Context: an optimization exercise on an open-source flow, tuned for a short achievable clock period and few clock cycles. The choices shown serve that exercise and are no tape-out recipe.
Only simulation tests tie the RTL to the original design; equivalence was not proved.
Power and IR drop assume default switching activity.

==> flow/design.v <==
module contador_de_programa(
    input  wire       clk,
    input  wire       reset,
    input  wire [6:0] cantidad_instrucciones,
    output reg  [6:0] o_contador,    
    output reg  [6:0] n_r,           
    output reg        f_valido,      
    output reg        f_ultimo       
);
reg  [6:0] pc;
wire       activo    = (pc != n_r);
wire [6:0] siguiente = pc + 7'd1;
always @(posedge clk) begin
    if (reset) begin
        pc         <= 7'd0;
        o_contador <= 7'd0;
        n_r        <= cantidad_instrucciones;
    end else if (activo) begin
        pc         <= siguiente;
        o_contador <= siguiente;
    end
end
always @(posedge clk) begin
    f_valido <= activo;
    f_ultimo <= (siguiente == n_r);
end
endmodule
module unidad_control
(
    input  [3:0] instruction,
    output       op_and,
    output       op_or,
    output       op_add,
    output       op_sub,
    output       op_slt,
    output       op_nor,
    output       op_sw,
    output       op_lw,
    output       write_enable_RB,
    output       valido
);
assign op_and = (instruction == 4'd0);
assign op_or  = (instruction == 4'd1);
assign op_add = (instruction == 4'd2);
assign op_sub = (instruction == 4'd3);
assign op_slt = (instruction == 4'd4);
assign op_nor = (instruction == 4'd5);
assign op_sw  = (instruction == 4'd6);
assign op_lw  = (instruction == 4'd7);
assign write_enable_RB = (instruction <= 4'd5);
assign valido = !instruction[3];
endmodule
module alu(
    input         op_and,
    input         op_or,
    input         op_add,
    input         op_sub,
    input         op_slt,
    input         op_nor,
    input  [31:0] din1_alu,
    input  [31:0] din2_alu,
    output [31:0] result_alu,
    output        zero_alu
);
wire [31:0] a = din1_alu;
wire [31:0] b = din2_alu;
wire [31:0] r_and = a & b;
wire [31:0] r_or  = a | b;
wire [31:0] r_add = a + b;
wire [31:0] r_sub = a - b;
wire        lt    = (a < b);
assign result_alu = ({32{op_and}} & r_and)
                  | ({32{op_or}}  & r_or)
                  | ({32{op_nor}} & ~r_or)
                  | ({32{op_add}} & r_add)
                  | ({32{op_sub}} & r_sub)
                  | {31'd0, op_slt & lt};
wire [31:0] t = a ^ b;
wire        z_add = (t == {r_or[30:0], 1'b0});
assign zero_alu = (op_and & ~|r_and)
                | (op_or  & ~|r_or)
                | (op_nor & &r_or)
                | (op_add & z_add)
                | (op_sub & (a == b))
                | (op_slt & ~lt);
endmodule
module banco_de_registros(
    input  wire        clk,
    input  wire        reset,
    input  wire [4:0]  read_address_1,
    input  wire [4:0]  read_address_2,
    input  wire [4:0]  write_address,
    input  wire [31:0] data_write,
    input  wire        write_enable,
    output wire [31:0] data_register_1,
    output wire [31:0] data_register_2
);
reg [31:0] mem [0:31];
function [31:0] valor_inicial(input [4:0] r);
    case (r)
        5'd0:  valor_inicial = 32'h000000DE;
        5'd1:  valor_inicial = 32'h0000006F;
        5'd2:  valor_inicial = 32'h00000064;
        5'd3:  valor_inicial = 32'h000000C8;
        5'd7:  valor_inicial = 32'h00000014;
        5'd8:  valor_inicial = 32'h00000015;
        5'd9:  valor_inicial = 32'h00000016;
        5'd10: valor_inicial = 32'h00000052;
        5'd11: valor_inicial = 32'h0000001B;
        5'd12: valor_inicial = 32'h7FFFFFF3;
        5'd16: valor_inicial = 32'h00000017;
        5'd17: valor_inicial = 32'h00000018;
        5'd18: valor_inicial = 32'h00000019;
        default: valor_inicial = 32'h00000000;
    endcase
endfunction
integer i;
always @(posedge clk) begin
    if (reset) begin
        for (i = 0; i < 32; i = i + 1)
            mem[i] <= valor_inicial(i[4:0]);
    end else if (write_enable) begin
        mem[write_address] <= data_write;
    end
end
assign data_register_1 = mem[read_address_1];
assign data_register_2 = mem[read_address_2];
endmodule
module ram(
    input  wire        clk,
    input  wire [4:0]  address,
    input  wire [31:0] din,
    input  wire        write_enable,
    output wire [31:0] dout
);
reg [31:0] mem [0:31];
always @(posedge clk) begin
    if (write_enable)
        mem[address] <= din;
end
assign dout = mem[address];
endmodule
module jericalla_evolucion(
    input  wire        clk,
    input  wire        reset,
    input  wire [6:0]  cantidad_instrucciones,
    output wire [6:0]  imem_addr,
    input  wire [18:0] imem_data,
    output reg  [31:0] data_out,
    output reg         zf,
    output reg         valid,
    output reg         done
);
reg rst_r;
always @(posedge clk) rst_r <= reset;
wire [6:0] n_r;
wire       f_v, f_last;
contador_de_programa contador_de_programa_inst(
    .clk(clk),
    .reset(reset),
    .cantidad_instrucciones(cantidad_instrucciones),
    .o_contador(imem_addr),
    .n_r(n_r),
    .f_valido(f_v),
    .f_ultimo(f_last)
);
reg [18:0] ir;
always @(posedge clk) ir <= imem_data;
wire d_and, d_or, d_add, d_sub, d_slt, d_nor, d_sw, d_lw, d_we, d_res;
unidad_control unidad_control_inst(
    .instruction(ir[18:15]),
    .op_and(d_and), .op_or(d_or), .op_add(d_add), .op_sub(d_sub),
    .op_slt(d_slt), .op_nor(d_nor), .op_sw(d_sw), .op_lw(d_lw),
    .write_enable_RB(d_we),
    .valido(d_res)
);
wire [4:0] rs1 = ir[9:5];
wire [4:0] rs2 = ir[4:0];
reg        x_v, x_last, x_res, x_we;
reg        x_and, x_or, x_add, x_sub, x_slt, x_nor, x_sw, x_lw;
reg [4:0]  x_rd;
reg [31:0] x_a, x_b;
reg        w_we;
reg [4:0]  w_rd;
reg [31:0] w_val;
wire [31:0] rf_a, rf_b, alu_result;
wire        alu_zero;
banco_de_registros banco_de_registros_inst(
    .clk(clk),
    .reset(rst_r),
    .read_address_1(rs1),
    .read_address_2(rs2),
    .write_address(w_rd),
    .data_write(w_val),
    .write_enable(w_we),
    .data_register_1(rf_a),
    .data_register_2(rf_b)
);
wire fe_a = x_v && x_we && (x_rd == rs1);
wire fw_a = w_we && (w_rd == rs1);
wire fe_b = x_v && x_we && (x_rd == rs2);
wire fw_b = w_we && (w_rd == rs2);
wire [31:0] d_a = fe_a ? alu_result : fw_a ? w_val : rf_a;
wire [31:0] d_b = fe_b ? alu_result : fw_b ? w_val : rf_b;
always @(posedge clk) begin
    x_v    <= !rst_r && f_v;
    x_last <= f_last;
    x_res  <= d_res;
    x_we   <= d_we;
    x_and  <= d_and;
    x_or   <= d_or;
    x_add  <= d_add;
    x_sub  <= d_sub;
    x_slt  <= d_slt;
    x_nor  <= d_nor;
    x_sw   <= d_sw;
    x_lw   <= d_lw;
    x_rd   <= ir[14:10];
    x_a    <= d_a;
    x_b    <= d_b;
end
alu alu_inst(
    .op_and(x_and), .op_or(x_or), .op_add(x_add), .op_sub(x_sub),
    .op_slt(x_slt), .op_nor(x_nor),
    .din1_alu(x_a),
    .din2_alu(x_b),
    .result_alu(alu_result),
    .zero_alu(alu_zero)
);
wire [31:0] ram_dout;
ram ram_inst(
    .clk(clk),
    .address(x_a[4:0]),
    .din(x_b),
    .write_enable(!rst_r && x_v && x_sw),
    .dout(ram_dout)
);
always @(posedge clk) begin
    data_out <= x_lw ? ram_dout : x_sw ? x_b : alu_result;
    w_val    <= alu_result;
    w_rd     <= x_rd;
    if (rst_r) begin
        valid <= 1'b0;
        zf    <= 1'b0;
        done  <= (n_r == 7'd0);
        w_we  <= 1'b0;
    end else begin
        valid <= x_v && x_res;
        if (x_v && x_we)
            zf <= alu_zero;
        if (x_v && x_last)
            done <= 1'b1;
        w_we  <= x_v && x_we;
    end
end
endmodule
==> flow/run.sh <==
#!/bin/bash
# synth_recipe.tcl (not shown) runs the flow's synth.tcl, then flattens the netlist and writes it again
# the make line also repeats each setting of config.mk as NAME=value (left out here)
make -C /OpenROAD-flow-scripts/flow DESIGN_CONFIG=/design/flow/config.mk WORK_HOME=/design/flow/orfs CLKGATE_MAP_FILE= SYNTH_SCRIPT=/design/flow/synth_recipe.tcl finish
==> flow/config.mk <==
export PLATFORM = sky130hd
export DESIGN_NAME = jericalla_evolucion
export DESIGN_NICKNAME = jericalla_evolucion
export VERILOG_FILES = /design/flow/design.v
export SDC_FILE = /design/flow/constraint.sdc
export NUM_CORES = 4
export LEC_CHECK = 0
export CAP_MARGIN = 20
export CORE_MARGIN = 2
export CORE_UTILIZATION = 40
export SLEW_MARGIN = 20
==> flow/constraint.sdc <==
create_clock -name core_clock -period 10.0 [get_ports {clk}]
set_input_delay 2.0000 -clock core_clock [delete_from_list [all_inputs] [get_ports {clk}]]
set_output_delay 2.0000 -clock core_clock [all_outputs]
set_load 0.01 [all_outputs]
==> notes.md, run 1 <==
The run finished with no timing, DRC or antenna violations. The clock network is responsible for 36.3% of the overall power. For this run, design rule violations remaining after detail routing come to 0. CTS saw 2238 sinks. Of the cells placed in the final design, the portion with a size suffix greater than 1 is 24.8%. Including well taps, the total number of placed cells is 9645. A synthesized cell averages 16.5 sq um. The layout filler cell count came out at 22700. By area the synthesized netlist is led by sky130_fd_sc_hd__edfxtp_1 (59%), sky130_fd_sc_hd__mux4_2 (19%), sky130_fd_sc_hd__and2_1 (5.7%), sky130_fd_sc_hd__dfxtp_1 (3.5%), sky130_fd_sc_hd__ha_1 (1.4%). For the total die area, the log shows 268000 sq um.

In the finished design, the share of the clock period the worst path needs comes to 49.7%. The final weighted congestion of routability-driven global placement is 0.927, and the largest net degree at the start of global routing is 138. Data on the critical path arrives at its endpoint at 5680 ps.

After routing the design area is 118000 sq um. In this run the cell area of the synthesized design comes to 105000 sq um. Measured along the y axis, the die boundary spans 517 um. The clock latency on the worst-skew pair is 910 ps.

Setup repair after global routing left no endpoint under its margin. The total overflow left after global routing is 0. Relative to the synthesized area, the layout overhead comes to 11.7%.

STA classifies the critical path endpoint as a register. The tools report the placed cell area as 110000 sq um. Category of the critical setup timing path: reg -> reg. The path class of the tightest hold or removal check is reg -> reg. Area share of the largest cell type after synthesis: 58.6%. The startpoint identified for the worst hold timing path is ir[10]$_DFF_P_.

Internal power comes to 0.0165 W. Total power divided by cell area: 194 nW/um^2. After clock tree synthesis, the setup repair step added 0 buffers. Sequential cells were found to cover 62.1% of the synthesized design area. Subtracting the final worst setup slack from the clock period gives 4970 ps.

Combinational logic is responsible for 15.2% of the overall power. The logs give 0 for the count of instances resized after the clock tree is built and 95 for the count of cell types in the netlist. Synthesis produced a netlist with a net count of 6552. The total global-route track usage came out at 25.6%. Clock skew on the completed layout was measured at 48.8 ps. In the layout the commonest cells are sky130_fd_sc_hd__edfxtp_1 (2056), sky130_fd_sc_hd__and2_1 (959), sky130_fd_sc_hd__mux4_2 (897). For this run, the detailed router's first-pass iteration total came to 6. The peak fanout along the critical path came out at 18.

For this run, the leading register cell type out of synthesis is sky130_fd_sc_hd__edfxtp_1. The count of hold buffers inserted by post-cts repair came out at 0. No sink is reached through more buffers than the 3 on the longest clock path. For this run, the number of Yosys warnings is 4. The total half-perimeter wirelength after legalization and detailed placement was 197000 um.

The worst setup path is launched from a register. The worst hold path terminates at x_rd[0]$_DFF_P_. Setup violations remaining at the end of the flow were counted as 0. The leakage component of the power was 39.3 nW. Based on the critical path, the design can be clocked at up to 201 MHz. The final-report max-slew violation count is 0, and the total of max-cap violations is 0. The async set or reset register ratio after synthesis came out at 0%. The number of buffers added on ports was 69. The transition time at the pin with the least slew margin was 1090 ps; the number of synthesized flops with an enable pin was 2056. End of the worst register-to-register path: x_a[24]$_DFF_P_. For this design the top-level I/O count stands at 70. Summed over all nets, the switching power comes to 0.00633 W. TritonCTS built the clock tree. The number of global-route vias before repair is 62400, and the per-cell routed wire length is 33.9 um. Sequential cells account for 48.5% of the total power.

sky130_fd_sc_hd__edfxtp_1 takes more of the synthesized area than any other cell. Measured along the x axis, the die boundary spans 517 um. In this run, synthesis produced a sequential element count of 2238. The run gives 6508 as the number of nets in the layout. Setup slack closes at 5030 ps. The placeable core region was 262000 sq um.

The deepest level of the CTS H-tree was 4. The number of CTS-inserted buffers is 224. The logs give 0 for the final number of hold-violating endpoints and 8393 for the DRC violation total after the first TritonRoute iteration.

The worst hold path passes through 0 cells. The cell count after synthesis came out at 6402. The initial antenna violation count was 30; the non-filler instance count after layout was 10100. Once the floorplan was initialized, standard cells occupied 40.2% of the core. The first-pass GRT wire length is 481000 um, and the number of placement rows is 188. The total negative setup slack was 0 ps; the clock-pin slew on the worst setup and hold paths was 60 ps. The run gives 0.000210 V as the maximum vdd drop. Net switching is 27.7% of the power.

The data required time of the critical path is 10710 ps, and the worst reg-to-reg path cell count is 12. For the pre-CTS setup slack, the log shows 4990 ps. The start of the worst register-to-register path is x_a[4]$_DFF_P_. The max-slew headroom at the worst pin is 27.4%. Once detail routing completed, the nets flagged for antenna violations numbered 0. The total routed wirelength is 342000 um, and the number of vias in the routed layout is 61900. The library cell used most frequently in the layout, excluding fill and tap cells, is sky130_fd_sc_hd__edfxtp_1.

Average vias per placed instance: 6.14. The tree is rooted in a sky130_fd_sc_hd__clkbuf_16. Setup slack on the worst reg-to-reg path comes out at 5030 ps.
-- layer usage --
layer	track usage, %	wire length, um	vias to the layer above
li1	-	-	25100
met1	33.7	131000	32900
met2	42.5	167000	3261
met3	4.42	29800	693
met4	9.40	13500	2
met5	0	13	-
-- synthesized netlist by cell type (10+ instances only) --
cell type	instances
sky130_fd_sc_hd__o21ai_0	162
sky130_fd_sc_hd__buf_2	94
sky130_fd_sc_hd__nor3_1	34
sky130_fd_sc_hd__a221oi_1	25
sky130_fd_sc_hd__and2_1	959
sky130_fd_sc_hd__nor2b_1	13
sky130_fd_sc_hd__nor4_1	30
sky130_fd_sc_hd__a21oi_1	83
sky130_fd_sc_hd__xnor2_1	40
sky130_fd_sc_hd__edfxtp_1	2056
sky130_fd_sc_hd__nand3_1	42
sky130_fd_sc_hd__o21ai_1	11
sky130_fd_sc_hd__a22o_1	11
sky130_fd_sc_hd__dfxtp_1	182
sky130_fd_sc_hd__a211oi_1	18
sky130_fd_sc_hd__mux4_2	897
sky130_fd_sc_hd__inv_1	131
sky130_fd_sc_hd__or3_1	77
sky130_fd_sc_hd__buf_1	43
sky130_fd_sc_hd__a22oi_1	90
sky130_fd_sc_hd__o211ai_1	50
sky130_fd_sc_hd__nand4_1	42
sky130_fd_sc_hd__o21bai_1	16
sky130_fd_sc_hd__nor2_1	171
sky130_fd_sc_hd__a31oi_1	10
sky130_fd_sc_hd__mux2_2	10
sky130_fd_sc_hd__nor3b_1	11
sky130_fd_sc_hd__mux2i_1	96
sky130_fd_sc_hd__clkbuf_1	393
sky130_fd_sc_hd__a21o_1	12
sky130_fd_sc_hd__xor2_1	46
sky130_fd_sc_hd__ha_1	120
sky130_fd_sc_hd__or2_2	37
sky130_fd_sc_hd__nand2b_1	11
sky130_fd_sc_hd__nand2_1	220
-- logic make-up after synthesis --
logic type / synth area share, %
XOR/XNOR: 0.715
flip-flops: 62.1
multiplexers: 20.2
adder cells (fa/ha/maj): 1.46
buffers and inverters: 2.59
AO/OA/AOI/OAI: 4.01
AND/OR/NAND/NOR: 8.97
-- sequential cells by signal (all words and copies together) (netlist names), 5 cells and up --
register	flops
x_a	32
ram_inst.mem	1024
x_rd	5
w_rd	5
data_out	32
contador_de_programa_inst.o_contador	7
x_b	32
banco_de_registros_inst.mem	1024
w_val	32
contador_de_programa_inst.n_r	7
ir	19
-- worst max-delay path by stage --
stage                              start               to  slack [ps]  depth (start not counted)
final                     x_a[4]$_DFF_P_  x_a[24]$_DFF_P_        5030                         12
after floorplan           x_a[1]$_DFF_P_  x_b[27]$_DFF_P_        5890                         16
after global routing      x_a[4]$_DFF_P_  x_b[24]$_DFF_P_        4580                         12
after CTS                 x_b[7]$_DFF_P_  x_a[24]$_DFF_P_        4980                         12
after detailed placement  x_b[7]$_DFF_P_  x_a[24]$_DFF_P_        4990                         12
after global placement    x_a[4]$_DFF_P_  x_b[24]$_DFF_P_        5150                         12
-- worst max-delay path, stage by stage, from the launching register on --
cell and delay [ps]:
sky130_fd_sc_hd__dfxtp_1 810, sky130_fd_sc_hd__clkinv_1 470, sky130_fd_sc_hd__ha_1 640, sky130_fd_sc_hd__nor2_2 140, sky130_fd_sc_hd__a2111oi_2 440, sky130_fd_sc_hd__o21ai_2 170
sky130_fd_sc_hd__a31oi_2 330, sky130_fd_sc_hd__o21ai_0 200, sky130_fd_sc_hd__nor2_1 190, sky130_fd_sc_hd__o21ai_0 130, sky130_fd_sc_hd__xnor2_1 170, sky130_fd_sc_hd__a221oi_1 870
sky130_fd_sc_hd__o21ai_0 240
-- per-stage QoR --
stage,hold slack [ps],power (W),utilization [%]
final,329,0.0229,44.9
after detailed placement,313,0.0147,42.1
after CTS,331,0.0229,44.8
after global routing,340,0.0235,44.9
after global placement,312,0.0147,42.1
after floorplan,310,0.0133,-
-- final cells by class --
class                   count  area (sq um)  area share, %
flip-flops and latches   2238         65500           55.6
well taps                3515          4400           3.74
multi-input cells        3485         37800           32.1
clock buffers             303          6080           5.16
diodes                     13          32.5         0.0276
repair buffers            272          2340           1.99
clock inverters           115          1070          0.909
inverters                 137           514          0.437
-- power by group through the flow --
stage / Sequential, W / Combinational [W] / Clock [W]
2_1_floorplan: 0.0111 / 0.00223 / 0
3_3_place_gp: 0.0113 / 0.00342 / 0
3_5_place_dp: 0.0113 / 0.00344 / 0
4_1_cts: 0.0111 / 0.00345 / 0.00840
5_1_grt: 0.0111 / 0.00367 / 0.00874
6_report: 0.0111 / 0.00347 / 0.00831
Testbench counts, summed over its fixed seeds: cycles 5,397.
==> run 2: changes to the inputs <==
==> flow/flow/run.sh (new file) <==
#!/bin/bash
# Standard ORFS layout (the standard.sh, standard synthesis unchanged),
# with repair_timing aiming for a setup slack margin, so that the resizer
# works on paths well below the 10 ns clock. The SDC is not changed.
set -euo pipefail
MARGIN=${MARGIN:-7}
bash standard.sh SETUP_SLACK_MARGIN=$MARGIN finish > standard_make.log 2>&1
==> flow/standard.sh (new file) <==
#!/bin/bash
# synth_recipe.tcl (not shown) runs the flow's synth.tcl, then flattens the netlist and writes it again
# the make line also repeats each setting of config.mk as NAME=value (left out here)
make -C /OpenROAD-flow-scripts/flow DESIGN_CONFIG=/design/flow/config.mk WORK_HOME=/design/flow/orfs CLKGATE_MAP_FILE= SYNTH_SCRIPT=/design/flow/synth_recipe.tcl "${@:-finish}"
removed: flow/run.sh
==> notes.md, run 2 <==
The largest registers in the layout are banco_de_registros_inst.mem x1024, ram_inst.mem x1024. Starting density of the core: 40.2% (unchanged). The run gives 290 MHz (+44%) as the achievable frequency. The average cell area after synthesis came out at 16.5 sq um (unchanged). The total power divided by cell area works out to 195 nW/um^2 (+0.33%). The tools report the number of ports placed on the die boundary as 70 (unchanged). Leaving out fill and tap cells, the most frequent cells in the layout are sky130_fd_sc_hd__edfxtp_1 (2056), sky130_fd_sc_hd__and2_1 (956), sky130_fd_sc_hd__mux4_2 (897). The final cycle utilization of the critical path was 34.5% (-15 points).

The tools report the number of warnings issued by yosys as 4 (unchanged). The maximum vdd drop is 0.000196 V (-6.4%). For the maximum clock skew at final layout, the log shows 70.4 ps (+21.6 ps). The largest total area in the synthesized netlist belongs to sky130_fd_sc_hd__edfxtp_1. The max-slew headroom at the worst pin came out at 17.1% (-10 points). Number of CTS-inserted buffers: 232 (+3.6%). The layout filler cell count is 22000 (-3.2%). The clock-pin slew on the worst setup and hold paths was 60 ps (about the same); the number of synthesized flops with an enable pin was 2056 (unchanged).

The pre-CTS setup slack was 4970 ps (-20.3 ps); the area share of the largest cell type after synthesis was 58.6% (unchanged). Final number of hold-violating endpoints: 0 (unchanged). Setup repair after global routing could not meet its margin everywhere.

The tools report the total half-perimeter wirelength after legalization and detailed placement as 196000 um (-0.72%). The total die area is 268000 sq um (unchanged), and the worst reg-to-reg path cell count is 14 (+2). The logs give 188 (unchanged) for the number of placement rows and 6 (unchanged) for the number of optimization iterations in the first detailed-route pass.

The data required time of the critical path came out at 8000 ps (-2710 ps). The initial antenna violation count is 32 (+6.7%). For the cell area after layout, the log shows 125000 sq um (+6.2%). STA classifies the critical path startpoint as a register. The non-filler instance count after layout was 10400 (+3.2%).

The number of global-route vias before repair was 65000 (+4.2%); the first-pass GRT wire length was 517000 um (+7.3%). The number of nets in the layout is 6820 (+4.8%), and the total of max-cap violations is 0 (unchanged). The final period demand of the worst path was 3450 ps (-1520 ps). The buffering stage count on the worst path with inverters included is 1 (unchanged), and the worst-case clock buffer depth is 3 (unchanged). The signal arrival time at the worst endpoint is 1450 ps (-4230 ps). For the final weighted congestion of routability-driven global placement, the log shows 0.906 (-2.3%). From synthesis to final layout, the design area changed by 18.6%. The run gives 6660 ps (+1630 ps) as the register-to-register path setup slack. The leakage component of the power is 42.2 nW (+7.3%).

The peak fanout along the critical path is 1 (-17). The number of placed instances, taps included was 9611 (-0.35%). STA classifies the critical path endpoint as a primary output. In this run the critical register-to-register path is launched from x_b[1]$_DFF_P_. TritonCTS built the clock tree. The kind of cell adding the most delay to the critical path was flip-flops. The run gives 373000 um (+9.2%) as the total routed wirelength.

The tools report the end of the worst register-to-register path as data_out[28]$_DFF_P_. Number of buffers added on ports: 69 (unchanged). Most common cell after layout, fill and taps aside: sky130_fd_sc_hd__edfxtp_1. The async set or reset register ratio after synthesis was 0% (unchanged); the number of design rule violations left after detail routing was 0 (unchanged).

The floorplan die height is 517 um (unchanged). Following the worst setup path forward leads to its endpoint at data_out[20]. The placeable core region came out at 262000 sq um (unchanged). The run gives 0 ps (unchanged) as the total negative setup slack.

The total number of cells along the worst setup path came out at 1 (-11). sky130_fd_sc_hd__edfxtp_1 is the most common cell in the netlist. For the total of endpoints with negative setup slack in the final report, the log shows 0 (unchanged).

Sink count of the clock tree: 2238 (unchanged). The tools report the largest net degree at the start of global routing as 72 (-48%). The tools report the number of nets in the synthesized netlist as 6552 (unchanged). The signal on the critical path passes through buf_6.

The tools report the gate count after technology mapping as 6402 (unchanged). Per-cell routed wire length: 35.9 um (+5.8%). The average vias per placed instance was 6.28 (+2.2%). The type of the worst min-delay path is reg -> reg.

The run finished with no timing, DRC or antenna violations. The sequential fraction of the synthesis area is 62.1% (unchanged), and the critical path's largest stage delay is 440 ps (-430 ps). The tools report the overall power of the completed layout as 0.0244 W (+6.5%).

By count the netlist is led by sky130_fd_sc_hd__edfxtp_1 (2056), sky130_fd_sc_hd__and2_1 (959), sky130_fd_sc_hd__mux4_2 (897). The number of vias in the routed layout was 65300 (+5.5%); the final-report max-slew violation count was 0 (unchanged). Chip width: 517 um (unchanged).

Slowest library cell on the worst path: sky130_fd_sc_hd__dfxtp_4. The root buffer cell chosen for the clock tree is sky130_fd_sc_hd__clkbuf_16. By area the synthesized netlist is led by sky130_fd_sc_hd__edfxtp_1 (59%), sky130_fd_sc_hd__mux4_2 (19%), sky130_fd_sc_hd__and2_1 (5.7%), sky130_fd_sc_hd__dfxtp_1 (3.5%), sky130_fd_sc_hd__ha_1 (1.4%).

The logs give 900 ps (about the same) for the clock latency on the worst-skew pair and 0 (unchanged) for the remaining antenna violation count. The deepest level of the CTS H-tree is 4 (unchanged). The transition time at the pin with the least slew margin was 1240 ps (+153 ps); the count of hold buffers inserted by post-cts repair was 0 (unchanged).

For this run, the leading register cell type out of synthesis is sky130_fd_sc_hd__edfxtp_1. The register bit count reported by yosys works out to 2238 (unchanged). The launch point of the critical path is data_out[20]$_DFF_P_. DRC violation total after the first TritonRoute iteration: 9408 (+12%). For the placed cell area, the log shows 110000 sq um (about the same). Setup slack of the critical path after layout: 6550 ps (+1520 ps).

The critical path is of the reg -> out type. The tools report the total global routing overflow as 0 (unchanged). For the count of cell types in the netlist, the log shows 95 (unchanged). The run gives 27.7% (+2.1 points) as the total global-route track usage. The layout cell share with drive strength beyond 1 is 34.4% (+9.6 points). The tools report the mapped cell area as 105000 sq um (unchanged).
run 2: cells by family after synthesis:
group | count (synthesis) | share of synthesized area (%)
buffers and inverters | 679 | 2.59
adders and majority gates | 122 | 1.46
xor gates and xnor gates | 86 | 0.715
DFF | 2238 | 62.1
AOI/OAI and AO/OA | 601 | 4.01
muxes | 1003 | 20.2
and+or+nand+nor | 1673 | 8.97
run 2: worst min-delay path by stage:
stage               depth (start not counted)              to  slack [ps]                                       start
finish                                      0  x_last$_DFF_P_         330  contador_de_programa_inst.f_ultimo$_DFF_P_
global route                                0  x_last$_DFF_P_         340  contador_de_programa_inst.f_ultimo$_DFF_P_
CTS                                         0  x_last$_DFF_P_         330  contador_de_programa_inst.f_ultimo$_DFF_P_
detailed placement                          0  x_last$_DFF_P_         310  contador_de_programa_inst.f_ultimo$_DFF_P_
global placement                            0  x_last$_DFF_P_         310  contador_de_programa_inst.f_ultimo$_DFF_P_
floorplan                                   0  x_last$_DFF_P_         310  contador_de_programa_inst.f_ultimo$_DFF_P_
run 2: report_power, final:
group | internal, W | switching, W | leakage (nW) | total, W
Combinational | 0.00194 | 0.00269 | 17.3 | 0.00462
Clock | 0.00482 | 0.00381 | 3.66 | 0.00863
Sequential | 0.0106 | 0.000464 | 21.3 | 0.0111
run 2: cell type report:
type	count	area (sq um)	share of cell area, %
Timing Repair inverter	1	8.76	0.00701
Tap cell	3515	4400	3.52
Multi-Input combinational cell	3498	40100	32.1
Inverter	137	581	0.465
Antenna cell	12	30.0	0.0240
Timing Repair Buffer	562	6700	5.36
Clock inverter	151	1320	1.06
Clock buffer	286	6130	4.91
Sequential cell	2238	65700	52.6
run 2: stage by stage:
stage / util [%] / hold WS, ps
after floorplan: - / 310
after global placement: 42.1 / 314
after detailed placement: 42.1 / 314
after CTS: 47.0 / 328
after global routing: 47.6 / 335
final: 47.6 / 326
run 2: timing repair:
action	4_1_cts	5_1_grt
gates cloned	38	10
setup buffers	232	60
gates resized for setup	760	283
setup endpoints to repair	1600	538
pin swaps	115	131
run 2: metal layers:
| metal | wire, um | vias up | track usage (%) |
|---|---|---|---|
| met1 | 141000 | 34400 | 37.0 |
| met5 | 41 | - | 0 |
| met4 | 19000 | 6 | 12.1 |
| met3 | 39500 | 925 | 5.81 |
| li1 | - | 25800 | - |
| met2 | 174000 | 4247 | 43.9 |
==> run 3: changes to the inputs <==
--- a/flow/config.mk
+++ b/flow/config.mk
@@ -7,5 +7,6 @@
 export LEC_CHECK = 0
 export CAP_MARGIN = 20
 export CORE_MARGIN = 2
-export CORE_UTILIZATION = 40
+export CORE_UTILIZATION = 65
+export PLACE_DENSITY = 0.75
 export SLEW_MARGIN = 20
==> notes.md, run 3 <==
The total of max-cap violations is 0 (unchanged). The final-report max-slew violation count is 0 (unchanged). The final cycle utilization of the critical path is 34.5% (+0.048 points). The DRC violation total after the first TritonRoute iteration is 11800 (+26%), and the count of cell types in the netlist is 95 (unchanged).

The category of the critical setup timing path is reg -> out. The total global routing overflow was 0 (unchanged). The smallest hold slack was 329 ps (+2.84 ps). Final weighted congestion of routability-driven global placement: 0.978 (+8.0%).

By count the netlist is led by sky130_fd_sc_hd__edfxtp_1 (2056), sky130_fd_sc_hd__and2_1 (959), sky130_fd_sc_hd__mux4_2 (897). The number of placement rows is 147 (-22%), and the register share of total power is 47.0% (+1.4 points). The endpoint identified for the worst register-to-register timing path is data_out[26]$_DFF_P_. Top cell type by total area after synthesis: sky130_fd_sc_hd__edfxtp_1.

Final period demand of the worst path: 3450 ps (+4.76 ps). The tools report the first-pass GRT wire length as 498000 um (-3.6%). The tools report the maximum clock skew at final layout as 49.6 ps (-20.8 ps). The layout cell share with drive strength beyond 1 works out to 32.7% (-1.7 points).

The tools report the number of nets in the synthesized netlist as 6552 (unchanged). The library cells used most frequently in the layout, excluding fill and tap cells, are sky130_fd_sc_hd__edfxtp_1 (2056), sky130_fd_sc_hd__and2_1 (956), sky130_fd_sc_hd__mux4_2 (897). The signal arrival time at the worst endpoint came out at 1450 ps (about the same).

The register bit count reported by yosys came out at 2238 (unchanged). The average vias per placed instance was 7.50 (+19%); the number of CTS-inserted buffers was 217 (-6.5%). The area overhead of the layout relative to synthesis was 15.0%; the deepest level of the CTS H-tree was 4 (unchanged). The chip width came out at 407 um (-21%). Setup repair after global routing could not meet its margin everywhere. The total half-perimeter wirelength after legalization and detailed placement is 179000 um (-8.5%), and the mapped cell area is 105000 sq um (unchanged). The tools report the maximum vdd drop as 0.000213 V (+8.7%).

The worst setup path is captured at a primary output. The transition time at the pin with the least slew margin is 1300 ps (+56.8 ps). Number of nets in the layout: 6735 (-1.2%). The leading cell type by number of instances after synthesis was sky130_fd_sc_hd__edfxtp_1.

The run gives 161000 sq um (-39%) as the placeable core region. For the count of hold buffers inserted by post-cts repair, the log shows 0 (unchanged). Sorting the synthesized cells by area gives the leading types as sky130_fd_sc_hd__edfxtp_1 (59%), sky130_fd_sc_hd__mux4_2 (19%), sky130_fd_sc_hd__and2_1 (5.7%), sky130_fd_sc_hd__dfxtp_1 (3.5%), sky130_fd_sc_hd__ha_1 (1.4%). Total number of cells along the worst setup path: 1 (unchanged). The slowest library cell on the worst path was sky130_fd_sc_hd__dfxtp_4.

The remaining antenna violation count came out at 0 (unchanged). The path class of the tightest hold or removal check is reg -> reg. The number of synthesized flops with an enable pin works out to 2056 (unchanged). The tools report the internal power as 0.0170 W (-2.3%).

Following the worst setup path forward leads to its endpoint at data_out[22]. The run gives 62.1% (unchanged) as the sequential fraction of the synthesis area. Walking the worst path, the cells encountered are buf_8.

The number of optimization iterations in the first detailed-route pass was 6 (unchanged). The logs give 18.4% (-0.6 points) for the logic gate share of total power and 2238 (unchanged) for the sink count of the clock tree. The startpoint identified for the worst register-to-register timing path is x_b[7]$_DFF_P_.

The per-cell routed wire length is 40.4 um (+13%). In the synthesized netlist the dominant register cell turns out to be sky130_fd_sc_hd__edfxtp_1. The tools report the largest net degree at the start of global routing as 131 (+82%). The tools report the worst-case clock buffer depth as 3 (unchanged). The run gives 940 ps (+40 ps) as the clock latency on the worst-skew pair. The tools report the total negative setup slack as 0 ps (unchanged). The worst reg-to-reg path cell count is 16 (+2), and the number of vias in the routed layout is 67100 (+2.7%).

The buffering stage count on the worst path with inverters included was 1 (unchanged); the total power divided by cell area was 196 nW/um^2 (+0.46%). The average cell area after synthesis came out at 16.5 sq um (unchanged). The kind of cell with the highest combined delay along the critical path is flip-flops. The worst setup path is launched from a register.

The data required time of the critical path is 8000 ps (about the same), and the number of warnings issued by yosys is 4 (unchanged). The number of ports placed on the die boundary was 70 (unchanged); the leakage component of the power was 41.3 nW (-2.0%). The launch point of the critical path is data_out[22]$_DFF_P_. The run gives 165000 sq um (-38%) as the total die area.

The largest registers in the layout are banco_de_registros_inst.mem x1024, ram_inst.mem x1024. The tools report the achievable frequency as 290 MHz (-0.14%). The number of buffers added on ports is 69 (unchanged). The most common cell after layout, fill and taps aside is sky130_fd_sc_hd__edfxtp_1. The number of design rule violations left after detail routing is 0 (unchanged). The number of global-route vias before repair is 66300 (+2.0%), and the final number of hold-violating endpoints is 0 (unchanged). The logs give 13.1% (-4.0 points) for the max-slew headroom at the worst pin and 18 (-44%) for the initial antenna violation count.

The total global-route track usage is 44.1% (+16 points), and the fraction of power spent switching nets is 28.4% (-0.20 points). The critical path's largest stage delay came out at 380 ps (-60 ps). The logs give 6402 (unchanged) for the gate count after technology mapping and 0.00674 W (-3.3%) for the net switching power figure. The async set or reset register ratio after synthesis works out to 0% (unchanged). The total routed wirelength was 362000 um (-3.0%).

The tools report the starting density of the core as 65.5% (+25 points). The total of endpoints with negative setup slack in the final report was 0 (unchanged). The clock-pin slew on the worst setup and hold paths is 80 ps (+20 ps), and the peak fanout along the critical path is 1 (unchanged). The flow ran to the end and the layout has no timing, DRC or antenna violations. The run gives 6580 ps (-80 ps) as the register-to-register path setup slack. The master cell of the clock root buffer is sky130_fd_sc_hd__clkbuf_16.

The area share of the largest cell type after synthesis works out to 58.6% (unchanged). The floorplan die height is 407 um (-21%), and the part of the total power dissipated in the clock network is 34.6% (-0.8 points). TritonCTS built the clock tree.
-- run 3: changes by cell type in the layout (fill, tap and decap cells not counted), sizes merged --
cell	change
clkbuf	-5
inv	-8
bufinv	-5
and3	-1
nor2	-1
nand3	-1
bufbuf	+2
buf	-65
clkinv	-16
diode	+4
-- run 3: worst min-delay path by stage --
| stage | from | endpoint | slack, ps | cells after the start |
|---|---|---|---|---|
| floorplan | contador_de_programa_inst.f_ultimo$_DFF_P_ | x_last$_DFF_P_ | 310 | 0 |
| global placement | contador_de_programa_inst.f_ultimo$_DFF_P_ | x_last$_DFF_P_ | 310 | 0 |
| detailed placement | ir[11]$_DFF_P_ | x_rd[1]$_DFF_P_ | 320 | 0 |
| CTS | ir[11]$_DFF_P_ | x_rd[1]$_DFF_P_ | 330 | 0 |
| global route | contador_de_programa_inst.f_ultimo$_DFF_P_ | x_last$_DFF_P_ | 340 | 0 |
| finish | ir[11]$_DFF_P_ | x_rd[1]$_DFF_P_ | 330 | 0 |
-- run 3: cells by family after synthesis --
group | Yosys count | synth area share [%]
fa+ha+maj | 122 | 1.46
simple gates | 1673 | 8.97
buf+inv | 679 | 2.59
xor+xnor | 86 | 0.715
compound gates | 601 | 4.01
flops | 2238 | 62.1
mux | 1003 | 20.2
-- run 3: layout make-up --
cell class	count	area, sq um
Antenna cell	16	40.0
Clock buffer	286	5880
Fill cell	9314	39600
Inverter	137	584
Clock inverter	121	1110
Tap cell	2160	2700
Timing Repair Buffer	494	5600
Multi-Input combinational cell	3495	39500
Sequential cell	2238	65700
Timing Repair inverter	2	13.8
-- run 3: metrics by stage --
stage | total power, W | utilization [%] | cell area [sq um] | cells | worst slack, ps
after floorplan | 0.0133 | - | 106000 | 6402 | 6820
after global placement | 0.0146 | 67.5 | 109000 | 8242 | 5270
after detailed placement | 0.0146 | 67.5 | 109000 | 8242 | 5100
after CTS | 0.0233 | 74.6 | 120000 | 8879 | 6510
after global routing | 0.0242 | 75.3 | 121000 | 8934 | 6530
final | 0.0237 | 75.4 | 121000 | 8949 | 6550
-- run 3: layer usage --
layer,vias to the layer above,part of all wire [%],GRT usage (%)
li1,25500,-,-
met1,33800,32,55.8
met2,6236,46,67.8
met3,1522,14,12.3
met4,8,8.1,28.5
met5,-,0.015,0
-- run 3: repair_timing --
action / CTS / global route
gates resized for setup: 691 / 190
buffers inserted: 199 / 47
gates cloned: 31 / 6
setup endpoints to repair: 1700 / 726
pin swaps: 94 / 98
-- run 3: power groups by stage --
stage | clock (W) | combinational [W] | sequential (W)
final | 0.00820 | 0.00437 | 0.0111
after global routing | 0.00851 | 0.00450 | 0.0112
after CTS | 0.00816 | 0.00400 | 0.0111
after detailed placement | 0 | 0.00312 | 0.0115
after global placement | 0 | 0.00312 | 0.0115
after floorplan | 0 | 0.00228 | 0.0111
==> run 4: changes to the inputs <==
--- a/flow/design.v
+++ b/flow/design.v
@@ -50,6 +50,31 @@
 assign write_enable_RB = (instruction <= 4'd5);
 assign valido = !instruction[3];
 endmodule
+module ks_add(input [31:0] a, input [31:0] b, input cin, output [31:0] s, output cout);
+wire [31:0] p0 = a ^ b;
+wire [31:0] g0 = a & b;
+wire [31:0] G [0:5];
+wire [31:0] P [0:5];
+assign G[0] = {g0[31:1], g0[0] | (p0[0] & cin)};
+assign P[0] = p0;
+genvar l, i;
+generate
+  for (l = 0; l < 5; l = l + 1) begin : lv
+    for (i = 0; i < 32; i = i + 1) begin : bt
+      if (i >= (1 << l)) begin : c
+        assign G[l+1][i] = G[l][i] | (P[l][i] & G[l][i - (1 << l)]);
+        assign P[l+1][i] = P[l][i] & P[l][i - (1 << l)];
+      end else begin : n
+        assign G[l+1][i] = G[l][i];
+        assign P[l+1][i] = P[l][i];
+      end
+    end
+  end
+endgenerate
+wire [31:0] c = {G[5][30:0], cin};
+assign s = p0 ^ c;
+assign cout = G[5][31];
+endmodule
 module alu(
     input         op_and,
     input         op_or,
@@ -66,9 +91,11 @@
 wire [31:0] b = din2_alu;
 wire [31:0] r_and = a & b;
 wire [31:0] r_or  = a | b;
-wire [31:0] r_add = a + b;
-wire [31:0] r_sub = a - b;
-wire        lt    = (a < b);
+wire [31:0] r_add, r_sub;
+wire        c_add, c_sub;
+ks_add u_add(.a(a), .b(b),  .cin(1'b0), .s(r_add), .cout(c_add));
+ks_add u_sub(.a(a), .b(~b), .cin(1'b1), .s(r_sub), .cout(c_sub));
+wire lt = ~c_sub;
 assign result_alu = ({32{op_and}} & r_and)
                   | ({32{op_or}}  & r_or)
                   | ({32{op_nor}} & ~r_or)
--- a/flow/config.mk
+++ b/flow/config.mk
@@ -8,5 +8,7 @@
 export CAP_MARGIN = 20
 export CORE_MARGIN = 2
 export CORE_UTILIZATION = 65
+export CTS_CLUSTER_DIAMETER = 150
+export CTS_CLUSTER_SIZE = 24
 export PLACE_DENSITY = 0.75
 export SLEW_MARGIN = 20
==> notes.md, run 4 <==
The initial antenna violation count is 9 (-9). The tools report the starting density of the core as 65.5% (about the same). The data required time of the critical path came out at 8000 ps (about the same). The compound-gate portion of the synthesized area is 4.18% (+0.18 points). The per-cell routed wire length was 39.0 um (-3.6%); the count of hold buffers inserted by post-cts repair was 0 (unchanged).

The transition time at the pin with the least slew margin works out to 1160 ps (-140 ps). The fraction of power spent switching nets was 29.3% (+0.87 points). Async set or reset register ratio after synthesis: 0% (unchanged).

Leaving out fill and tap cells, the most frequent cell in the layout is sky130_fd_sc_hd__edfxtp_1. The final period demand of the worst path is 3350 ps (-98.4 ps), and the net switching power figure is 0.00601 W (-11%). The tools report the sequential fraction of the synthesis area as 62.1% (about the same).

Sorting the synthesized cells by area gives the leading types as sky130_fd_sc_hd__edfxtp_1 (59%), sky130_fd_sc_hd__mux4_2 (19%), sky130_fd_sc_hd__and2_1 (5.7%), sky130_fd_sc_hd__dfxtp_1 (3.5%), sky130_fd_sc_hd__clkbuf_1 (1.4%). The remaining antenna violation count is 0 (unchanged), and the internal power is 0.0145 W (-15%). The leakage component of the power is 39.6 nW (-4.2%).

The buffering stage count on the worst path with inverters included is 1 (unchanged). The start point of the worst min-delay path was ir[10]$_DFF_P_. The top flip-flop cell by instance count after synthesis was sky130_fd_sc_hd__edfxtp_1.

The final number of hold-violating endpoints is 0 (unchanged). The number of nets in the synthesized netlist was 6524 (-0.43%); the total global routing overflow was 0 (unchanged). The placeable core region is 161000 sq um (unchanged), and the deepest level of the CTS H-tree is 3 (-1).

Category of the critical setup timing path: reg -> out. The layout cell share with drive strength beyond 1 is 30.6% (-2.1 points). The number of optimization iterations in the first detailed-route pass is 6 (unchanged). Peak fanout along the critical path: 1 (unchanged). The library cells used most frequently in the layout, excluding fill and tap cells, are sky130_fd_sc_hd__edfxtp_1 (2056), sky130_fd_sc_hd__and2_1 (958), sky130_fd_sc_hd__mux4_2 (897). The logs give 1350 ps (-100 ps) for the signal arrival time at the worst endpoint and 165000 sq um (about the same) for the total die area.

The tools report the end of the worst register-to-register path as x_b[25]$_DFF_P_. The total power divided by cell area works out to 175 nW/um^2 (-11%). For the total of endpoints with negative setup slack in the final report, the log shows 0 (unchanged). The worst reg-to-reg path cell count is 14 (-2), and the first-pass GRT wire length is 472000 um (-5.2%).

The logs give 0 ps (unchanged) for the total negative setup slack and 298 MHz (+2.9%) for the achievable frequency. Setup repair after global routing could not meet its margin everywhere. For the logic gate share of total power, the log shows 21.8% (+3.4 points). The slowest library cell on the worst path is sky130_fd_sc_hd__dfxtp_4. The worst setup path is captured at a primary output. The number of CTS-inserted buffers was 103 (-53%); the number of global-route vias before repair was 63500 (-4.3%). The master cell of the clock root buffer was sky130_fd_sc_hd__clkbuf_16.

The logs give 6900 ps (+320 ps) for the register-to-register path setup slack and 105000 sq um (about the same) for the mapped cell area. For the gate count after technology mapping, the log shows 6375 (-0.42%). The startpoint identified for the worst register-to-register timing path is x_a[2]$_DFF_P_.

The number of buffers added on ports came out at 69 (unchanged). The number of warnings issued by yosys is 5 (+1). TritonCTS built the clock tree.

The run gives 0.991 (+1.3%) as the final weighted congestion of routability-driven global placement. The total global-route track usage came out at 41.3% (-2.8 points). By instance count, the leading cell after synthesis is sky130_fd_sc_hd__edfxtp_1. The run gives 9754 (+4.7%) as the layout filler cell count.

The total half-perimeter wirelength after legalization and detailed placement was 185000 um (+3.6%). The synthesized-area fraction occupied by and/or/nand/nor cells came out at 8.91% (-0.058 points). Number of synthesized flops with an enable pin: 2056 (unchanged).

Walking the worst path, the cells encountered are buf_6. The logs give 39.1 ps (-10.4 ps) for the maximum clock skew at final layout and 147 (unchanged) for the number of placement rows. Top cell type by total area after synthesis: sky130_fd_sc_hd__edfxtp_1.

The area taken by multi-input logic gates is 39400 sq um (-0.34%). The number of nets in the layout is 6623 (-1.7%), and the area overhead of the layout relative to synthesis is 11.4%. The critical path's largest stage delay was 460 ps (+80 ps).

The logs give 0 (unchanged) for the final-report max-slew violation count and 780 ps (-160 ps) for the clock latency on the worst-skew pair. The adder-cell share of the synthesized area came out at 1.45% (-0.018 points). The count of cell types in the netlist was 90 (-5.3%); the number of design rule violations left after detail routing was 0 (unchanged). The tools report the max-slew headroom at the worst pin as 22.7% (+9.6 points). The smallest hold slack is 336 ps (+6.98 ps), and the chip width is 406 um (about the same). The floorplan die height was 406 um (about the same). The flow ran to the end and the layout has no timing, DRC or antenna violations.

The tools report the part of the total power dissipated in the clock network as 23.9% (-11 points). DRC violation total after the first TritonRoute iteration: 10600 (-10%). In the synthesized netlist, the cells that appear most often are sky130_fd_sc_hd__edfxtp_1 (2056), sky130_fd_sc_hd__and2_1 (959), sky130_fd_sc_hd__mux4_2 (897). The register bit count reported by yosys was 2238 (unchanged); the total routed wirelength was 340000 um (-6.0%).

The worst-case clock buffer depth came out at 3 (unchanged). Sink count of the clock tree: 2238 (unchanged). The run gives 75 (-43%) as the largest net degree at the start of global routing. Main combinational cell family by area after synthesis: multiplexers.

Element type at the critical path start: a register. The cell depth of the worst min-delay path works out to 0 (unchanged). The area occupied by registers was 65700 sq um (about the same); the number of vias in the routed layout was 64600 (-3.6%). The average vias per placed instance is 7.41 (-1.2%). The clock-pin slew on the worst setup and hold paths is 100 ps (+20 ps), and the final cycle utilization of the critical path is 33.5% (-0.98 points).

The XOR/XNOR share of the synthesized area is 0.732% (+0.017 points). The average cell area after synthesis came out at 16.5 sq um (+0.36%). Area share of the largest cell type after synthesis: 58.6% (about the same). The path with the worst hold slack has its endpoint at x_rd[0]$_DFF_P_. The mux cell area share after synthesis works out to 20.1% (-0.11 points).

The tightest min-delay check is of the reg -> reg type. Kind of cell adding the most delay to the critical path: flip-flops. The maximum vdd drop was 0.000151 V (-29%); the total of max-cap violations was 0 (unchanged). The register share of total power came out at 54.3% (+7.3 points).

The number of ports placed on the die boundary was 70 (unchanged). The largest registers in the layout are banco_de_registros_inst.mem x1024, ram_inst.mem x1024.
==> run 4: changes by cell type after synthesis, sizes merged, moves of 11 or more <==
cell    change
o21ai      -53
nand2      -35
o211ai     +28
xnor2      +23
nand3      -11
xor2       -21
a21oi      +24
==> run 4: stage by stage <==
step / utilization, % / instances / instance area (sq um) / setup slack (ps) / power, W
5_1_grt: 73.0 / 8721 / 117000 / 6660 / 0.0210
3_5_place_dp: 67.5 / 8233 / 109000 / 5280 / 0.0147
3_3_place_gp: 67.5 / 8232 / 109000 / 5310 / 0.0147
6_report: 73.0 / 8726 / 117000 / 6650 / 0.0205
4_1_cts: 71.9 / 8614 / 116000 / 6630 / 0.0201
2_1_floorplan: - / 6375 / 105000 / 6950 / 0.0134
==> run 4: cell families after synthesis <==
| kind of cell | after synthesis |
|---|---|
| flip-flops | 2238 |
| multiplexers | 990 |
| AND/OR/NAND/NOR | 1636 |
| buffers and inverters | 674 |
| XOR/XNOR | 88 |
| adder cells (fa/ha/maj) | 121 |
| AO/OA/AOI/OAI | 628 |
==> run 4: cell type report <==
class,count,area share (%)
Inverter,129,0.459
Tap cell,2160,2.30
Clock inverter,10,0.103
Timing Repair inverter,1,0.0139
Timing Repair Buffer,535,5.07
Sequential cell,2238,56.0
Multi-Input combinational cell,3466,33.6
Clock buffer,182,2.45
Antenna cell,5,0.0107
==> run 4: worst max-delay path by stage <==
| stage | from | cells after the start | end | slack, ps |
|---|---|---|---|---|
| after floorplan | x_a[0]$_DFF_P_ | 8 | ram_inst.mem[0][0]$_DFFE_PP_ | 6950 |
| after global placement | x_a[1]$_DFF_P_ | 8 | data_out[16]$_DFF_P_ | 5310 |
| after detailed placement | x_a[2]$_DFF_P_ | 12 | x_a[28]$_DFF_P_ | 5280 |
| after CTS | data_out[7]$_DFF_P_ | 1 | data_out[7] | 6630 |
| after global routing | data_out[7]$_DFF_P_ | 1 | data_out[7] | 6660 |
| final | data_out[7]$_DFF_P_ | 1 | data_out[7] | 6650 |
==> run 4: power groups by stage <==
stage | registers [W] | logic, W | clock network [W]
after floorplan | 0.0111 | 0.00230 | 0
after global placement | 0.0115 | 0.00320 | 0
after detailed placement | 0.0115 | 0.00321 | 0
after CTS | 0.0111 | 0.00406 | 0.00489
after global routing | 0.0112 | 0.00462 | 0.00518
final | 0.0111 | 0.00448 | 0.00491
==> run 4: timing repair <==
item	4_1_cts	5_1_grt
setup buffers	166	96
gates cloned	23	10
setup endpoints to repair	1287	526
resized for setup	659	156
pin swaps	65	81
==> run 4: per-layer routing <==
layer	share of wire, %	GRT usage (%)	vias up
li1	-	-	25200
met1	34	55.3	33400
met2	48	65.7	5043
met3	13	8.64	999
met4	5.8	19.7	4
met5	0.0065	0	-
Testbench counts of run 4, summed over its fixed seeds: cycles 5,397.
==> run 5: changes to the inputs <==
==> flow/flow/run.sh (replaced) <==
#!/bin/bash
# Standard ORFS layout (the standard.sh, standard synthesis unchanged),
# with repair_timing aiming for a setup slack margin, so that the resizer
# works on paths well below the 10 ns clock. The SDC is not changed.
set -euo pipefail
MARGIN=${MARGIN:-6.8}
bash standard.sh SETUP_SLACK_MARGIN=$MARGIN finish > standard_make.log 2>&1
==> notes.md, run 5 <==
The routed length on met1 is 110000 um (-4.3%). The average cell area after synthesis is 16.5 sq um (unchanged), and the pre-CTS setup slack is 5180 ps (-99.6 ps). The floorplan die height was 406 um (unchanged).

The buffering stage count on the worst path with inverters included was 1 (unchanged). For the total global-route track usage, the log shows 39.9% (-1.4 points). The number of global-route vias before repair was 62900 (-0.92%); the sink count of the clock tree was 2238 (unchanged).

The number of ports placed on the die boundary came out at 70 (unchanged). Ranked by instance count, the synthesized netlist is headed by sky130_fd_sc_hd__edfxtp_1 (2056), sky130_fd_sc_hd__and2_1 (959), sky130_fd_sc_hd__mux4_2 (897). The number of design rule violations left after detail routing is 0 (unchanged). The largest net degree at the start of global routing was 117 (+56%); the area overhead of the layout relative to synthesis was 9.68%. The total global routing overflow is 0 (unchanged), and the critical path's largest stage delay is 440 ps (-20 ps). The final period demand of the worst path was 3380 ps (+24.3 ps). The starting density of the core was 65.5% (unchanged). The run gives 46.4 ps (+7.31 ps) as the maximum clock skew at final layout. The logs give 62.1% (unchanged) for the sequential fraction of the synthesis area and 8251 (+0.22%) for the number of placed instances, taps included. For the part of the total power dissipated in the clock network, the log shows 24.4% (+0.5 points). The kind of cell adding the most delay to the critical path was flip-flops. The flow ran to the end and the layout has no timing, DRC or antenna violations. The worst setup path is launched from a register. Register share of total power: 55.1% (+0.8 points). Setup repair after global routing could not meet its margin everywhere. The internal power is 0.0144 W (-0.99%). Total of max-cap violations: 0 (unchanged). Most common cell after layout, fill and taps aside: sky130_fd_sc_hd__edfxtp_1.

For the total of endpoints with negative setup slack in the final report, the log shows 0 (unchanged). Final weighted congestion of routability-driven global placement: 1.03 (+4.3%). Remaining antenna violation count: 0 (unchanged). The start point of the worst min-delay path is ir[12]$_DFF_P_.

The master cell of the clock root buffer is sky130_fd_sc_hd__clkbuf_16. The initial antenna violation count is 10 (+1), and the average vias per placed instance is 7.42 (+0.14%). The synthesized-area fraction occupied by and/or/nand/nor cells works out to 8.91% (unchanged). TritonCTS built the clock tree.

The clock latency on the worst-skew pair was 810 ps (+30 ps). The launch point of the critical path was data_out[18]$_DFF_P_. The achievable frequency is 296 MHz (-0.72%).

In the layout the commonest cells are sky130_fd_sc_hd__edfxtp_1 (2056), sky130_fd_sc_hd__and2_1 (959), sky130_fd_sc_hd__mux4_2 (897). The run gives 9924 (+1.7%) as the layout filler cell count. The start of the worst register-to-register path was ir[9]$_DFF_P_. The total power divided by cell area was 175 nW/um^2 (+0.23%). DRC violation total after the first TritonRoute iteration: 9964 (-6.2%).

The register bit count reported by yosys was 2238 (unchanged); the final cycle utilization of the critical path was 33.8% (+0.24 points). The number of nets in the layout was 6524 (-1.5%). The logs give 0 (unchanged) for the final-report max-slew violation count and 165000 sq um (unchanged) for the total die area.

The highest signal layer in the routed design is met5. The run gives 334 ps (-1.61 ps) as the smallest hold slack. The compound-gate portion of the synthesized area works out to 4.18% (unchanged). For the data required time of the critical path, the log shows 8000 ps (about the same). The mux cell area share after synthesis is 20.1% (unchanged), and the maximum vdd drop is 0.000147 V (-2.3%). By area, the combinational part of the netlist is dominated by multiplexers. The number of vias in the routed layout is 63900 (-1.1%). The chip width came out at 406 um (unchanged).

The number of buffers added on ports was 69 (unchanged); the total routed wirelength was 330000 um (-3.0%). For the met2 layer wire length in the routed design, the log shows 159000 um (-1.8%). The fraction of power spent switching nets works out to 29.0% (-0.24 points). The non-filler instance count after layout came out at 8619 (-1.2%). The tools report the worst-case clock buffer depth as 3 (unchanged). The critical path goes through buf_6. For the leakage component of the power, the log shows 38.9 nW (-1.8%).

The run gives 103 (unchanged) as the number of CTS-inserted buffers. The top flip-flop cell by instance count after synthesis is sky130_fd_sc_hd__edfxtp_1. The largest registers in the layout are banco_de_registros_inst.mem x1024, ram_inst.mem x1024. The tools report the register-to-register path setup slack as 6720 ps (-180 ps). The gate count after technology mapping is 6375 (unchanged).

The tools report the number of optimization iterations in the first detailed-route pass as 8 (+2). The tools report the number of placement rows as 147 (unchanged). The max-slew headroom at the worst pin came out at 27.2% (+4.5 points).

The peak fanout along the critical path works out to 1 (unchanged). The setup slack of the critical path after layout is 6620 ps (-24.3 ps), and the clock-pin slew on the worst setup and hold paths is 120 ps (+20 ps). The transition time at the pin with the least slew margin was 1090 ps (-66.6 ps).

The tightest min-delay check is of the reg -> reg type. The count of cell types in the netlist was 90 (unchanged); the XOR/XNOR share of the synthesized area was 0.732% (unchanged). The logs give 5 (unchanged) for the number of warnings issued by yosys and 6524 (unchanged) for the number of nets in the synthesized netlist. The placeable core region came out at 161000 sq um (unchanged). The layout cell share with drive strength beyond 1 was 27.7% (-2.9 points); the number of synthesized flops with an enable pin was 2056 (unchanged). Mapped cell area: 105000 sq um (unchanged).

The slowest stage of the critical path is the sky130_fd_sc_hd__dfxtp_4 cell. The tools report the total half-perimeter wirelength after legalization and detailed placement as 183000 um (-1.2%). The adder-cell share of the synthesized area is 1.45% (unchanged). Yosys attributes the largest share of cell area to sky130_fd_sc_hd__edfxtp_1 (59%), sky130_fd_sc_hd__mux4_2 (19%), sky130_fd_sc_hd__and2_1 (5.7%), sky130_fd_sc_hd__dfxtp_1 (3.5%), sky130_fd_sc_hd__clkbuf_1 (1.4%). The area share of the largest cell type after synthesis came out at 58.6% (unchanged). The final number of hold-violating endpoints came out at 0 (unchanged). Per-cell routed wire length: 38.3 um (-1.8%).

The top cell type by total area after synthesis was sky130_fd_sc_hd__edfxtp_1. The category of the critical setup timing path was reg -> out. The signal arrival time at the worst endpoint is 1380 ps (+30 ps). The async set or reset register ratio after synthesis is 0% (unchanged). STA classifies the critical path endpoint as a primary output. The net switching power figure came out at 0.00588 W (-2.2%).

The total negative setup slack came out at 0 ps (unchanged). The tools report the deepest level of the CTS H-tree as 3 (unchanged). sky130_fd_sc_hd__edfxtp_1 is the most common cell in the netlist. The first-pass GRT wire length is 460000 um (-2.6%). The wire length on met3 was 40400 um (-7.7%). The tools report the logic gate share of total power as 20.5% (-1.3 points).
run 5: area by class of cell:
cell class / instances / area [sq um] / area share (%)
sequential: 2238 / 65600 / 56.9
multi-input combinational: 3464 / 38800 / 33.6
timing repair buffer: 439 / 4800 / 4.16
clock buffer: 177 / 2860 / 2.47
tap: 2160 / 2700 / 2.34
inverter: 129 / 502 / 0.435
clock inverter: 8 / 160 / 0.139
antenna: 4 / 10.0 / 0.00867
run 5: worst register-to-register path, delay by kind of cell, from the launching register on:
family | cells | cell delay [ps]
AO/OA/AOI/OAI | 2 | 720
buffers and inverters | 1 | 480
AND/OR/NAND/NOR | 2 | 1080
XOR/XNOR | 1 | 160
flip-flops | 1 | 710
run 5: power by group through the flow:
stage | clock [W] | combinational, W | sequential (W)
floorplan | 0 | 0.00227 | 0.0111
global placement | 0 | 0.00327 | 0.0113
detailed placement | 0 | 0.00331 | 0.0114
CTS | 0.00494 | 0.00377 | 0.0111
global route | 0.00521 | 0.00430 | 0.0112
finish | 0.00494 | 0.00415 | 0.0112
run 5: cell families (layout without fill, tap and decap cells):
logic type	count (synthesis)	after routing
xor+xnor	88	88
mux	990	990
flops	2238	2238
simple gates	1636	1637
buf+inv	674	753
other cells	0	4
fa+ha+maj	121	121
compound gates	628	628
run 5: per-layer routing:
metal	track usage, %	up-vias
li1	-	25000
met1	52.5	32800
met2	64.4	5022
met3	8.17	1115
met4	19.7	2
met5	0	-
run 5: per-stage QoR:
stage               total power, W  instance area [sq um]  utilization (%)
floorplan                   0.0133                 105000                -
global placement            0.0146                 109000             67.5
detailed placement          0.0147                 109000             67.6
CTS                         0.0198                 114000             70.9
global route                0.0207                 115000             71.8
finish                      0.0203                 115000             71.8
run 5: what timing repair did:
item | in CTS | in global routing
pin swaps | 35 | 41
hold buffers | 0 | 0
setup buffers | 70 | 81
gates cloned | 13 | 15
resized for setup | 536 | 124
setup endpoints to repair | 1303 | 407
run 5: worst paths after layout:
check	endpoint	depth (start not counted)
hold / removal	x_rd[2]$_DFF_P_	0
hold reg to reg	x_rd[2]$_DFF_P_	0
setup / recovery	data_out[18]	1
setup reg to reg	x_a[12]$_DFF_P_	6
==> run 6: changes to the inputs <==
==> flow/flow/run.sh (replaced) <==
#!/bin/bash
# Standard ORFS layout (the standard.sh, standard synthesis unchanged),
# with repair_timing aiming for a setup slack margin, so that the resizer
# works on paths well below the 10 ns clock. The SDC is not changed.
set -euo pipefail
MARGIN=${MARGIN:-7.3}
bash standard.sh SETUP_SLACK_MARGIN=$MARGIN finish > standard_make.log 2>&1
==> notes.md, run 6 <==
The flow ran to the end and the layout has no timing, DRC or antenna violations. The sequential fraction of the synthesis area is 62.1% (unchanged). The worst setup path is captured at a primary output. The run gives 165000 sq um (unchanged) as the total die area. The clock-pin slew on the worst setup and hold paths is 110 ps (about the same). The tools report the maximum vdd drop as 0.000185 V (+26%). The final period demand of the worst path is 3370 ps (-8.92 ps).

The logs give 0 (unchanged) for the final number of hold-violating endpoints and 3 (unchanged) for the deepest level of the CTS H-tree. The leading cell type by number of instances after synthesis is sky130_fd_sc_hd__edfxtp_1. For the number of nets in the synthesized netlist, the log shows 6524 (unchanged).

The tools report the number of vias in the routed layout as 67200 (+5.0%). The critical path goes through buf_6. Ranked by instance count, the synthesized netlist is headed by sky130_fd_sc_hd__edfxtp_1 (2056), sky130_fd_sc_hd__and2_1 (959), sky130_fd_sc_hd__mux4_2 (897). TritonCTS built the clock tree.

The top cell types in the final layout, fill and taps aside, are sky130_fd_sc_hd__edfxtp_1 (2056), sky130_fd_sc_hd__and2_1 (957), sky130_fd_sc_hd__mux4_2 (897). The average cell area after synthesis is 16.5 sq um (unchanged), and the layout cell share with drive strength beyond 1 is 33.9% (+6.2 points). The total of max-cap violations is 0 (unchanged), and the critical path's largest stage delay is 440 ps (about the same). The placeable core region is 161000 sq um (unchanged).

The cell sitting at the root of the clock tree is a sky130_fd_sc_hd__clkbuf_16. The tools report the number of nets in the layout as 6781 (+3.9%). The average vias per placed instance is 7.56 (+1.9%), and the total power divided by cell area is 174 nW/um^2 (-0.59%). Initial antenna violation count: 5 (-5).

The logs give 2238 (unchanged) for the sink count of the clock tree and 41.1 nW (+5.8%) for the leakage component of the power. The total routed wirelength was 358000 um (+8.5%). The type of the worst min-delay path is reg -> reg. The peak fanout along the critical path was 1 (unchanged); the total global routing overflow was 0 (unchanged). The largest registers in the layout are banco_de_registros_inst.mem x1024, ram_inst.mem x1024. The tools report the total half-perimeter wirelength after legalization and detailed placement as 181000 um (-1.4%). The smallest hold slack came out at 336 ps (+1.65 ps).

Clock latency on the worst-skew pair: 820 ps (about the same). The DRC violation total after the first TritonRoute iteration was 11600 (+16%); the floorplan die height was 406 um (unchanged). The largest net degree at the start of global routing came out at 68 (-42%). The data required time of the critical path is 8000 ps (about the same), and the number of placement rows is 147 (unchanged). The run gives 3 (unchanged) as the worst-case clock buffer depth. The number of global-route vias before repair came out at 65200 (+3.6%). Summed over all instances, the cell type with the most area after synthesis is sky130_fd_sc_hd__edfxtp_1. The top flip-flop cell by instance count after synthesis was sky130_fd_sc_hd__edfxtp_1.

The final cycle utilization of the critical path was 33.7% (-0.089 points); the number of CTS-inserted buffers was 103 (unchanged). The logs give 0 (unchanged) for the number of design rule violations left after detail routing and 30.3 ps (-16.1 ps) for the maximum clock skew at final layout. Setup repair after global routing could not meet its margin everywhere. The final-report max-slew violation count was 0 (unchanged); the register bit count reported by yosys was 2238 (unchanged). The total global-route track usage came out at 43.0% (+3.1 points). The starting density of the core is 65.5% (unchanged), and the final weighted congestion of routability-driven global placement is 1.01 (-2.0%). Chip width: 406 um (unchanged). The async set or reset register ratio after synthesis works out to 0% (unchanged). The area overhead of the layout relative to synthesis is 14.9%, and the area share of the largest cell type after synthesis is 58.6% (unchanged). Count of hold buffers inserted by post-cts repair: 0 (unchanged). Slowest library cell on the worst path: sky130_fd_sc_hd__dfxtp_4. The mapped cell area is 105000 sq um (unchanged), and the count of cell types in the netlist is 90 (unchanged).

The tools report the number of warnings issued by yosys as 5 (unchanged). First-pass GRT wire length: 489000 um (+6.4%). Buffering stage count on the worst path with inverters included: 1 (unchanged). The number of buffers added on ports was 69 (unchanged); the number of optimization iterations in the first detailed-route pass was 9 (+1). The tools report the number of ports placed on the die boundary as 70 (unchanged).

The remaining antenna violation count was 0 (unchanged); the number of synthesized flops with an enable pin was 2056 (unchanged). The signal arrival time at the worst endpoint was 1370 ps (about the same). After synthesis, the cell types taking the most area are sky130_fd_sc_hd__edfxtp_1 (59%), sky130_fd_sc_hd__mux4_2 (19%), sky130_fd_sc_hd__and2_1 (5.7%), sky130_fd_sc_hd__dfxtp_1 (3.5%), sky130_fd_sc_hd__clkbuf_1 (1.4%). STA classifies the critical path startpoint as a register.

The gate count after technology mapping was 6375 (unchanged); the max-slew headroom at the worst pin was 24.4% (-2.9 points). The most common cell after layout, fill and taps aside was sky130_fd_sc_hd__edfxtp_1. The transition time at the pin with the least slew margin came out at 1130 ps (+42.8 ps).

For the achievable frequency, the log shows 297 MHz (+0.26%). Per-cell routed wire length: 40.3 um (+5.2%). The worst setup path is of the reg -> out kind.

The kind of cell adding the most delay to the critical path is flip-flops. For the total of endpoints with negative setup slack in the final report, the log shows 0 (unchanged). The run gives 0 ps (unchanged) as the total negative setup slack.
-- run 6: final cells by class --
cell class / instances / area (sq um)
Tap cell: 2160 / 2700
Fill cell: 9256 / 39800
Antenna cell: 8 / 20.0
Timing Repair inverter: 1 / 16.3
Multi-Input combinational cell: 3471 / 40200
Clock buffer: 184 / 2880
Clock inverter: 8 / 168
Inverter: 129 / 559
Sequential cell: 2238 / 65700
Timing Repair Buffer: 688 / 8690
-- run 6: kinds of logic (layout without fill, tap and decap cells) --
logic type,after synthesis,after routing,synth area share (%)
fa+ha+maj,121,121,1.45
simple gates,1636,1644,8.91
xor+xnor,88,88,0.732
buf+inv,674,1010,2.54
compound gates,628,628,4.18
other cells,0,8,0
mux,990,990,20.1
flops,2238,2238,62.1
-- run 6: timing repair --
| action | CTS | global route |
|---|---|---|
| setup buffers | 294 | 98 |
| endpoints found under the hold margin | 0 | 0 |
| endpoints found under the setup margin | 2245 | 703 |
| resized for setup | 902 | 257 |
| gates cloned | 61 | 16 |
| pin swaps | 113 | 143 |
-- run 6: report_power, final --
part / total (W) / switching [W] / internal, W / leakage (nW)
combinational: 0.00496 / 0.00281 / 0.00215 / 18.4
clock: 0.00499 / 0.00299 / 0.00200 / 1.44
sequential: 0.0111 / 0.000505 / 0.0106 / 21.3
-- run 6: stage by stage --
step                instance area, sq um  util [%]  power, W  setup slack, ps  cells
CTS                               119000      73.9    0.0205             6620   8765
global route                      121000      75.2    0.0215             6610   8879
finish                            121000      75.2    0.0211             6630   8887
floorplan                         106000         -    0.0134             6970   6375
detailed placement                109000      67.5    0.0147             5510   8218
global placement                  109000      67.5    0.0147             5560   8218
-- run 6: layer usage --
layer  GRT usage (%)  vias up  routed length [um]
met4            24.8        6               27100
li1                -    25600                   -
met2            66.8     6036              166000
met1            55.6    34100              115000
met3            11.2     1408               49400
met5               0        -                  64
-- run 6: worst paths after layout --
kind / to / startpoint / slack (ps) / cells after the start
setup reg to reg: data_out[22]$_DFF_P_ / x_b[1]$_DFF_P_ / 6910 / 12
hold / removal: x_last$_DFF_P_ / contador_de_programa_inst.f_ultimo$_DFF_P_ / 340 / 0
hold reg to reg: x_last$_DFF_P_ / contador_de_programa_inst.f_ultimo$_DFF_P_ / 340 / 0
setup / recovery: data_out[26] / data_out[26]$_DFF_P_ / 6630 / 1

static timing again, ports no longer ideal:
The flow's constraints put no driver on any port. The routed layouts listed below were extracted and timed again, unchanged, in two steps. Step 1 (the two cells are an assumption about what drives the block):
set clk [get_ports {clk}]
set_driving_cell -lib_cell sky130_fd_sc_hd__clkbuf_16 $clk
set_driving_cell -lib_cell sky130_fd_sc_hd__buf_2 [delete_from_list [all_inputs] $clk]
Step 2 times the ports against the registers' clock, not the clock port: input delays grow and output delays shrink by t, the midpoint of the rising clock arrivals with the driver on. Slacks: ideal / step 1 / step 2; pairs: ideal / step 1.
| run | t, ns | setup WS [ns] | worst setup path after step 2 |
|---|---|---|---|
| run 1 | 0.978 | 5.033 / 5.033 / 5.033 | register to register |
| run 2 | 0.966 | 6.553 / 6.452 / 6.663 | register to register |
| run 3 | 1.003 | 6.548 / 6.458 / 6.578 | register to register |
| run 4 | 0.852 | 6.647 / 6.557 / 6.744 | input to register |
| run 5 | 0.870 | 6.623 / 6.536 / 6.720 | register to register |
| run 6 | 0.891 | 6.631 / 6.538 / 6.742 | input to register |
After both steps every run listed still meets setup and hold.
